From an optimization exercise on the open Yosys and OpenROAD flow, aimed at small area and a short achievable clock period; shortcuts taken in it are not production practice. In this exercise RTL edits were held to simulation tests only and were not proved equivalent to the original. Power and IR drop assume default switching activity.

==> job 7230: inputs <==
// saw2sin
module saw2sin
( input  wire        i_clk
, input  wire [15:0] i_saw
, output logic [15:0] o_sin
);
export LEC_CHECK = 0
export ABC_AREA = 1
export CAP_MARGIN = 20
export CORE_MARGIN = 2
export CORE_UTILIZATION = 40
export CTS_BUF_LIST = sky130_fd_sc_hd__clkbuf_4
export CTS_CLUSTER_DIAMETER = 300
export CTS_CLUSTER_SIZE = 50
export PLACE_DENSITY = 0.75
export SLEW_MARGIN = 20
export SYNTH_HIERARCHICAL = 1
create_clock -name core_clock -period 70.0 [get_ports {i_clk}]
standard.sh (not shown) runs the stock make flow with config.mk's settings and CLKGATE_MAP_FILE= SYNTH_SCRIPT=/design/flow/synth_recipe.tcl, a recipe that flattens the netlist after the stock synthesis.
==> flow/flow/run.sh <==
#!/bin/bash
# Own flow: the standard layout (standard.sh) with two changes.
#  1. Synthesis: ABC maps the combinational logic with flow/abc_area.script
#     (area-first mapping, then buffering and sizing) instead of ORFS's
#     abc_area.script.  It runs from a private copy of the ORFS scripts in
#     which only that file differs; synth_recipe.tcl (-nofsm -noshare,
#     flatten, rename) and everything else is the standard synthesis.
#  2. Layout: the port buffers that global placement inserts on every input
#     and output are sky130_fd_sc_hd__buf_1 cells, and ORFS's repair_timing
#     steps aim for 49.7 ns of setup slack (SETUP_SLACK_MARGIN) instead of 0,
#     so they size up the few gates on the slowest paths.  The clock period
#     and the SDC constraints are the design's, unchanged.
# Each tool's full output goes to synth.log / layout.log here (and ORFS's own
# per-step logs under orfs/logs/).
set -euo pipefail
rm -rf scripts_abc
cp -r "$FLOW_HOME/scripts" scripts_abc
cp flow/abc_area.script scripts_abc/abc_area.script
bash standard.sh SCRIPTS_DIR="$PWD/scripts_abc" synth > synth.log 2>&1
bash standard.sh SETUP_SLACK_MARGIN=49.7 "BUFFER_PORTS_ARGS=-buffer_cell sky130_fd_sc_hd__buf_1" finish > layout.log 2>&1
==> flow/flow/abc_area.script <==
strash
dch
map -a
topo
stime -c
buffer -c
upsize -c
dnsize -c
==> job 7448 (differences from job 7230) <==
--- a/flow/flow/run.sh
+++ b/flow/flow/run.sh
@@ -8,6 +8,3 @@
 #  2. Layout: the port buffers that global placement inserts on every input
-#     and output are sky130_fd_sc_hd__buf_1 cells, and ORFS's repair_timing
-#     steps aim for 49.7 ns of setup slack (SETUP_SLACK_MARGIN) instead of 0,
-#     so they size up the few gates on the slowest paths.  The clock period
-#     and the SDC constraints are the design's, unchanged.
+#     and output are sky130_fd_sc_hd__buf_1 cells.
 # Each tool's full output goes to synth.log / layout.log here (and ORFS's own
--- a/flow/config.mk
+++ b/flow/config.mk
@@ -11,6 +11,2 @@
 export CORE_UTILIZATION = 40
-export CTS_BUF_LIST = sky130_fd_sc_hd__clkbuf_4
-export CTS_CLUSTER_DIAMETER = 300
-export CTS_CLUSTER_SIZE = 50
-export PLACE_DENSITY = 0.75
 export SLEW_MARGIN = 20
==> job 8212 (differences from job 7230) <==
--- a/flow/config.mk
+++ b/flow/config.mk
@@ -10,7 +10,3 @@
 export CORE_MARGIN = 2
-export CORE_UTILIZATION = 40
-export CTS_BUF_LIST = sky130_fd_sc_hd__clkbuf_4
-export CTS_CLUSTER_DIAMETER = 300
-export CTS_CLUSTER_SIZE = 50
-export PLACE_DENSITY = 0.75
+export CORE_UTILIZATION = 60
 export SLEW_MARGIN = 20
==> summary of the runs <==
Global-route usage: job 7230 is lower than job 8212 (14 points).
Wire length, lowest first: job 7448, job 7230, job 8212.
In job 7230 the clock power is smaller than in job 8212, by about 45%.
Cell count: job 7230 > job 7448 > job 8212.
In job 7448 the hold slack is better than in job 8212, by 0.22 ns.
Clock-buffer cell count is the same in job 7448 and job 7230.
==> figures <==
quantity                                                     job 7448       job 7230       job 8212
Post-route design area                                  0.00381 sq mm  0.00382 sq mm  0.00378 sq mm
Final estimated routing congestion in global placement           1.09           1.11           1.02
Met3 wire length                                              1.05 mm        1.04 mm        1.53 mm
Filler cell count in the final layout                             880            909            482
Worst hold-check slack                                       14.37 ns       14.33 ns       14.15 ns
Power in combinational cells                                   185 uW         190 uW         199 uW
Register share of total power                                    8.7%           8.6%           8.3%
Detailed-placement wirelength estimate                        8.47 mm        8.93 mm        9.07 mm
Status                                       timing/DRC/antenna clean  timing/DRC/antenna clean  timing/DRC/antenna clean
Delay of the slowest cell on the worst path                   0.47 ns        0.48 ns        0.48 ns
Worst vdd ir                                                  26.3 uV        33.9 uV        64.5 uV
Clock network area share                                        1.08%         0.688%          1.46%
Detailed Route WL                                             10.5 mm        10.9 mm        11.3 mm
Placed Cells incl. Taps                                           615            616            580

-- port drivers added, routing unchanged --
How much do the figures lean on ideal ports? The routed layouts below were timed once more, with nothing changed but the port constraints.
Step 1, drivers: a clkbuf_16 drives i_clk and a buf_2 each remaining input, both assumed.
Step 2 adds t to the input delays and takes it off the output delays; t is the mean of the earliest and latest rising clock arrival at the registers after step 1. Input paths then give back, and output paths get back, about the clock's delay inside the block.
a / b / c = no drivers / after step 1 / after step 2; a / b = the first two.
run	shift t [ns]	setup slack, ns	worst slew at a driven data input, ns
job 7230	0.292	49.970 / 49.971 / 49.679	0.03
job 7448	0.260	50.102 / 50.102 / 49.843	0.03
job 8212	0.274	49.986 / 49.990 / 49.717	0.03
After both steps every run listed still meets setup and hold. The setup slack of job 7230, which loses most, moves by +0.001 ns with the drivers and by -0.291 ns with both steps.
